Background: an optimization exercise with open tools, aiming at small area. Do not read the settings as production practice.
Only simulation tests tie the RTL to the original design; equivalence was not proved.
The clock port is modelled as an ideal driver, which makes a skipped or thinned clock tree look cheaper than it is; a real chip needs a root buffer or a tree.
No activity file was given, so power comes from the tool's default toggle rates.

==> inputs of job 7626 <==
==> flow/design.v <==
module OQ1_Stopwatch(AN, Seg, Dot, CLK, Start, RESET);
  output [3:0] AN;
  output [6:0] Seg;
  output Dot;
  input CLK, Start, RESET;
  reg  [5:0] ms;
  wire       ms_fb = ms[5] ^ ms[0] ^ (ms[4:2] == 3'b101);
  wire       scan  = (ms[4:2] == 3'b000);
  always @(posedge CLK or posedge RESET)
    if (RESET) ms <= 6'h05;
    else       ms <= {ms[4:0], ms_fb};
  reg         counting;
  reg  [11:0] ds;
  wire        ds_fb = counting & (ds[11] ^ ds[9] ^ ds[0] ^ (ds[8:6] == 3'b000));
  wire        tick  = ((ds & 12'hdfb) == 12'h800);
  always @(posedge CLK or posedge RESET)
    if (RESET) begin
      counting <= 1'b0;
      ds       <= 12'h000;
    end else begin
      counting <= counting | Start;
      ds       <= {ds[10:0], ds_fb};
    end
  function [3:0] nx(input [3:0] d);
    nx = {(d[0] & d[1] & d[2]) | (d[0] & d[3]), (d[0] & d[1]), (d[0] & ~d[3]), ~(1'b0)};
  endfunction
  function is9(input [3:0] d);
    is9 = (d[0] & d[3]);
  endfunction
  function [6:0] sg(input [3:0] d);
    sg = {(d[0] & d[1] & d[2]) | (~d[1] & ~d[2] & ~d[3]), (d[0] & d[1]) | (d[1] & ~d[2]) | (d[0] & ~d[2] & ~d[3]), (d[0]) | (~d[1] & d[2]), (d[0] & ~d[1] & ~d[2]) | (~d[0] & ~d[1] & d[2]) | (d[0] & d[1] & d[2]), (~d[0] & d[1] & ~d[2]), (d[0] & ~d[1] & d[2]) | (~d[0] & d[1] & d[2]), (~d[0] & ~d[1] & d[2]) | (d[0] & ~d[1] & ~d[2] & ~d[3])};
  endfunction
  reg        pend;
  reg  [3:0] D0, D1, D2, D3;
  wire       e0 = scan & pend;
  wire       e1 = e0 & is9(D0);
  wire       e2 = e1 & is9(D1);
  wire       e3 = e2 & is9(D2);
  always @(posedge CLK or posedge RESET)
    if (RESET) begin
      pend <= 1'b0;
      D0 <= 4'b0000; D1 <= 4'b0000; D2 <= 4'b0000; D3 <= 4'b0000;
    end else begin
      pend <= tick | (pend & ~scan);
      D0 <= D0 ^ ({4{e0}} & nx(D0));
      D1 <= D1 ^ ({4{e1}} & nx(D1));
      D2 <= D2 ^ ({4{e2}} & nx(D2));
      D3 <= D3 ^ ({4{e3}} & nx(D3));
    end
  reg [1:0] sel;
  reg       dp;
  always @(posedge CLK or posedge RESET)
    if (RESET) begin
      sel <= 2'b00;
      dp  <= 1'b0;
    end else if (scan) begin
      sel <= {sel[0], ~sel[1]};
      dp  <= sel[1] | sel[0];
    end
  reg [3:0] dig;
  always @(*)
    case (sel)
      2'b00: dig = D0;
      2'b01: dig = D1;
      2'b11: dig = D2;
      default: dig = D3;
    endcase
  assign Seg = sg(dig);
  assign AN  = {~(sel == 2'b10), ~(sel == 2'b11), ~(sel == 2'b01), ~(sel == 2'b00)};
  assign Dot = dp;
endmodule
==> flow/flow/run.sh <==
#!/bin/bash
# The standard layout with these changes:
#  - ABC maps the logic with an area-oriented script (registers untouched);
#  - the ports get buf_1 buffers;
#  - the clock tree uses clkbuf_4 and no dummy loads, and the clock port
#    drives its leaf buffers directly.
set -euo pipefail
W=$PWD
R=$W/orfs/results/sky130hd/OQ1_Stopwatch/base
rm -rf $W/scripts
cp -r $FLOW_HOME/scripts $W/scripts
cp $W/flow/abc_area_only.script $W/scripts/abc_speed.script
export SCRIPTS_DIR=$W/scripts
export BUFFER_PORTS_ARGS="-buffer_cell sky130_fd_sc_hd__buf_1"
export CTS_ARGS="-sink_clustering_enable -repair_clock_nets -dont_use_dummy_load -buf_list sky130_fd_sc_hd__clkbuf_4"
export POST_CTS_TCL=$W/flow/post_cts.tcl
bash standard.sh synth > $W/synth.log 2>&1
cp $R/1_2_yosys.v $W/synth_netlist_orig.v
python3 flow/downsize.py $R/1_2_yosys.v $FLOW_HOME/platforms/sky130hd/lib/sky130_fd_sc_hd__tt_025C_1v80.lib > $W/downsize.log 2>&1
rm -f $R/1_synth.odb
bash standard.sh > $W/layout.log 2>&1
==> flow/flow/abc_area_only.script <==
strash
dc2
dch -f
amap
topo
==> flow/flow/downsize.py <==
#!/usr/bin/env python3
"""Swap each combinational cell of the synthesized netlist for the smallest
cell of the same function (same name up to the drive-strength suffix), as
timing has ample slack at the problem's period. Registers are left alone."""
import re, sys
net, lib = sys.argv[1], sys.argv[2]
dont = set(sys.argv[3].split()) if len(sys.argv) > 3 else set()
area = {}
for m in re.finditer(r'cell\s*\(\s*"?(\w+)"?\s*\)\s*\{.*?area\s*:\s*([\d.]+)', open(lib).read(), re.S):
    area[m.group(1)] = float(m.group(2))
fam = {}
for c, a in area.items():
    m = re.match(r'(sky130_fd_sc_hd__\w+?)_(\d+)$', c)
    if m and c not in dont:
        fam.setdefault(m.group(1), []).append((a, int(m.group(2)), c))
src = open(net).read()
def repl(m):
    c = m.group(1)
    b = re.match(r'(sky130_fd_sc_hd__\w+?)_(\d+)$', c)
    if not b or any(b.group(1).startswith('sky130_fd_sc_hd__' + p) for p in ('df', 'conb', 'lpflow', 'probe')):
        return m.group(0)
    best = min(fam.get(b.group(1), [(area.get(c, 1e9), 0, c)]))
    if best[0] < area.get(c, 1e9):
        return best[2] + m.group(2)
    return m.group(0)
out = re.sub(r'^\s*(sky130_fd_sc_hd__\w+)(\s)', lambda m: ' ' + repl(m).lstrip(), src, flags=re.M)
open(net, 'w').write(out)
==> flow/flow/post_cts.tcl <==
set block [ord::get_db_block]
set clk_net [$block findNet CLK]
set roots {}
foreach it [$clk_net getITerms] {
  if {[$it isInputSignal]} { lappend roots [$it getInst] }
}
if {[llength $roots] == 1} {
  set root [lindex $roots 0]
  if {[string match "sky130_fd_sc_hd__clkbuf_*" [[$root getMaster] getName]]} {
    set root_net [[$root findITerm X] getNet]
    set leaves {}
    set ok 1
    foreach it [$root_net getITerms] {
      set inst [$it getInst]
      if {$inst eq $root} { continue }
      if {![string match "sky130_fd_sc_hd__clkbuf_*" [[$inst getMaster] getName]]} { set ok 0 }
      lappend leaves $it
    }
    if {$ok && [llength $leaves] <= 4} {
      foreach it $leaves {
        $it disconnect
        $it connect $clk_net
      }
      [$root findITerm A] disconnect
      [$root findITerm X] disconnect
      odb::dbInst_destroy $root
      odb::dbNet_destroy $root_net
      puts "post_cts: removed the root clock buffer; the clock port drives [llength $leaves] buffers"
    }
  }
}
estimate_parasitics -placement
detailed_placement
check_placement -verbose
report_clock_skew
==> flow/standard.sh <==
#!/bin/bash
# synth_recipe.tcl (not shown) runs the flow's synth.tcl, then flattens the netlist and writes it again
# the make line also repeats each setting of config.mk as NAME=value (left out here)
make -C /OpenROAD-flow-scripts/flow DESIGN_CONFIG=/design/flow/config.mk WORK_HOME=/design/flow/orfs CLKGATE_MAP_FILE= SYNTH_SCRIPT=/design/flow/synth_recipe.tcl "${@:-finish}"
==> flow/config.mk <==
export PLATFORM = sky130hd
export DESIGN_NAME = OQ1_Stopwatch
export DESIGN_NICKNAME = OQ1_Stopwatch
export VERILOG_FILES = /design/flow/design.v
export SDC_FILE = /design/flow/constraint.sdc
export NUM_CORES = 4
export LEC_CHECK = 0
export CAP_MARGIN = 20
export CORE_MARGIN = 2
export CORE_UTILIZATION = 30
export SLEW_MARGIN = 20
==> flow/constraint.sdc <==
create_clock -name core_clock -period 10.0 [get_ports {CLK}]
set_input_delay 2.0000 -clock core_clock [delete_from_list [all_inputs] [get_ports {CLK}]]
set_output_delay 2.0000 -clock core_clock [all_outputs]
set_load 0.01 [all_outputs]
==> inputs of job 9954, as changes to job 7626 <==
--- a/flow/design.v
+++ b/flow/design.v
@@ -13,4 +13,5 @@
   reg  [11:0] ds;
-  wire        ds_fb = counting & (ds[11] ^ ds[9] ^ ds[0] ^ (ds[8:6] == 3'b000));
-  wire        tick  = ((ds & 12'hdfb) == 12'h800);
+  wire        ds_g  = ds[7] ? (ds[2] & ds[4]) : (ds[2] | ~ds[4]);
+  wire        ds_fb = counting & (ds[11] ^ ds_g);
+  wire        tick  = ((ds & 12'hef7) == 12'h800);
   always @(posedge CLK or posedge RESET)
@@ -59,12 +60,6 @@
     end
-  reg [3:0] dig;
-  always @(*)
-    case (sel)
-      2'b00: dig = D0;
-      2'b01: dig = D1;
-      2'b11: dig = D2;
-      default: dig = D3;
-    endcase
+  wire [3:0] an = {~(sel == 2'b10), ~(sel == 2'b11), ~(sel == 2'b01), ~(sel == 2'b00)};
+  wire [3:0] dig = (D0 & {4{~an[0]}}) | (D1 & {4{~an[1]}}) | (D2 & {4{~an[2]}}) | (D3 & {4{~an[3]}});
   assign Seg = sg(dig);
-  assign AN  = {~(sel == 2'b10), ~(sel == 2'b11), ~(sel == 2'b01), ~(sel == 2'b00)};
+  assign AN  = an;
   assign Dot = dp;
==> flow/flow/run.sh (replaced) <==
#!/bin/bash
# The standard layout with these changes:
#  - synthesis runs once for each ABC script flow/abc_*.script (area-oriented
#    mapping, some after ABC's &deepsyn), each in a work folder of its own,
#    and the run with the smallest netlist is kept; the runs differ only in
#    how ABC maps the logic between the registers, which it does not touch;
#  - the ports get buf_1 buffers;
#  - the clock tree uses clkbuf_4 and no dummy loads, and the clock port
#    drives its leaf buffers directly (post_cts.tcl).
set -euo pipefail
W=$PWD
R=$W/orfs/results/sky130hd/OQ1_Stopwatch/base
for s in $W/flow/abc_*.script; do
  n=$(basename $s .script)
  rm -rf $W/scripts_$n $W/orfs_$n
  cp -r $FLOW_HOME/scripts $W/scripts_$n
  cp $s $W/scripts_$n/abc_speed.script
  sed -e "s|WORK_HOME=[^ ]*|WORK_HOME=$W/orfs_$n|" -e '/^if \[\[/,$d' standard.sh > $W/standard_$n.sh
done
for s in $W/flow/abc_*.script; do
  n=$(basename $s .script)
  ( SCRIPTS_DIR=$W/scripts_$n bash $W/standard_$n.sh synth > $W/synth_$n.log 2>&1 || true ) &
  while [ $(jobs -r | wc -l) -ge ${NUM_CORES:-4} ]; do sleep 1; done
done
wait
best=""; best_area=""
for s in $W/flow/abc_*.script; do
  n=$(basename $s .script)
  f=$W/orfs_$n/reports/sky130hd/OQ1_Stopwatch/base/synth_stat.txt
  [[ -f $f && -f $W/orfs_$n/results/sky130hd/OQ1_Stopwatch/base/1_2_yosys.v ]] || continue
  a=$(awk '/Chip area for module/ {print $NF}' $f)
  echo "$n $a" >> $W/synth_areas.txt
  if [[ -z "$best" ]] || python3 -c "import sys; sys.exit(0 if $a < $best_area else 1)"; then
    best=$n; best_area=$a
  fi
done
echo "kept: $best $best_area" >> $W/synth_areas.txt
rm -rf $W/orfs $W/scripts
mv $W/orfs_$best $W/orfs
mv $W/scripts_$best $W/scripts
for s in $W/flow/abc_*.script; do
  n=$(basename $s .script)
  rm -rf $W/orfs_$n $W/scripts_$n
done
export SCRIPTS_DIR=$W/scripts
export BUFFER_PORTS_ARGS="-buffer_cell sky130_fd_sc_hd__buf_1"
export CTS_ARGS="-sink_clustering_enable -repair_clock_nets -dont_use_dummy_load -buf_list sky130_fd_sc_hd__clkbuf_4"
export POST_CTS_TCL=$W/flow/post_cts.tcl
cp $R/1_2_yosys.v $W/synth_netlist_orig.v
python3 flow/downsize.py $R/1_2_yosys.v $FLOW_HOME/platforms/sky130hd/lib/sky130_fd_sc_hd__tt_025C_1v80.lib > $W/downsize.log 2>&1
rm -f $R/1_synth.odb
bash standard.sh > $W/layout.log 2>&1
==> flow/flow/abc_a20s0.script (new file) <==
strash
&get -n
&deepsyn -T 20
&put
dch
amap
topo
==> flow/flow/abc_a20s1.script (new file) <==
strash
&get -n
&deepsyn -T 20 -S 1
&put
dch
amap
topo
==> flow/flow/abc_a20s10.script (new file) <==
strash
&get -n
&deepsyn -T 20 -S 10
&put
dch
amap
topo
==> flow/flow/abc_a20s2.script (new file) <==
strash
&get -n
&deepsyn -T 20 -S 2
&put
dch
amap
topo
==> flow/flow/abc_a20s3.script (new file) <==
strash
&get -n
&deepsyn -T 20 -S 3
&put
dch
amap
topo
==> flow/flow/abc_d20s2.script (new file) <==
strash
dc2
&get -n
&deepsyn -T 20 -S 2
&put
dch
amap
topo
==> flow/flow/abc_s31.script (new file) <==
strash
balance -l
resub -K 6 -l
rewrite -l
resub -K 6 -N 2 -l
refactor -l
resub -K 8 -l
balance -l
resub -K 8 -N 2 -l
rewrite -l
resub -K 10 -l
rewrite -z -l
resub -K 10 -N 2 -l
balance -l
resub -K 12 -l
refactor -z -l
resub -K 12 -N 2 -l
rewrite -z -l
balance -l
dch
amap
topo
==> flow/flow/abc_s8.script (new file) <==
strash
dc2
dch -f
amap
topo
--- a/flow/flow/post_cts.tcl
+++ b/flow/flow/post_cts.tcl
@@ -28,2 +28,8 @@
       puts "post_cts: removed the root clock buffer; the clock port drives [llength $leaves] buffers"
+      if {[info exists ::env(LEAF_CELL)]} {
+        foreach it $leaves {
+          [$it getInst] swapMaster [[ord::get_db] findMaster $::env(LEAF_CELL)]
+        }
+        puts "post_cts: leaf clock buffers are $::env(LEAF_CELL)"
+      }
     }
removed: flow/flow/abc_area_only.script
==> metrics.cfg <==
[floorplan]
core_area_sq_um=4820

[run_status]
status=no timing/DRC/antenna violations

[finish]
nonClkBufAreaFrac=0.0352

[synth]
synth.distinct_cells=22
syn_area_sq_um=1530

The numbers above come from job 7626.

==> metrics.cfg <==
[synth]
synth.distinct_cells=20
syn_area_sq_um=1470

[finish]
nonClkBufAreaFrac=0.0366

[power]
power-top-group=sequential cells

[floorplan]
core_area_sq_um=4720

[sta]
maxSlewViolCount=0

[run_status]
status=no timing/DRC/antenna violations

The numbers above come from job 9954.

==> what the ideal ports hide <==
Ports are ideal in the flow. The routed layouts listed here were re-timed in OpenROAD.
Step 1 sets driving cells, clkbuf_16 on the clock port and buf_2 on the other inputs (assumed; they add their load-dependent delay and slew).
Step 2 adds t to the input delays and takes it off the output delays; t is the mean of the earliest and latest rising clock arrival at the registers after step 1. Input paths then give back, and output paths get back, about the clock's delay inside the block.
Three values: ideal, step 1, step 2; two values: the first two.
run	t (ns)	setup WS [ns]	slew at the worst register clock pin (ns)
job 7626	0.201	5.583 / 5.543 / 5.744	0.11 / 0.11
job 9954	0.197	6.045 / 6.009 / 6.206	0.12 / 0.12
After both steps every run listed still meets setup and hold.
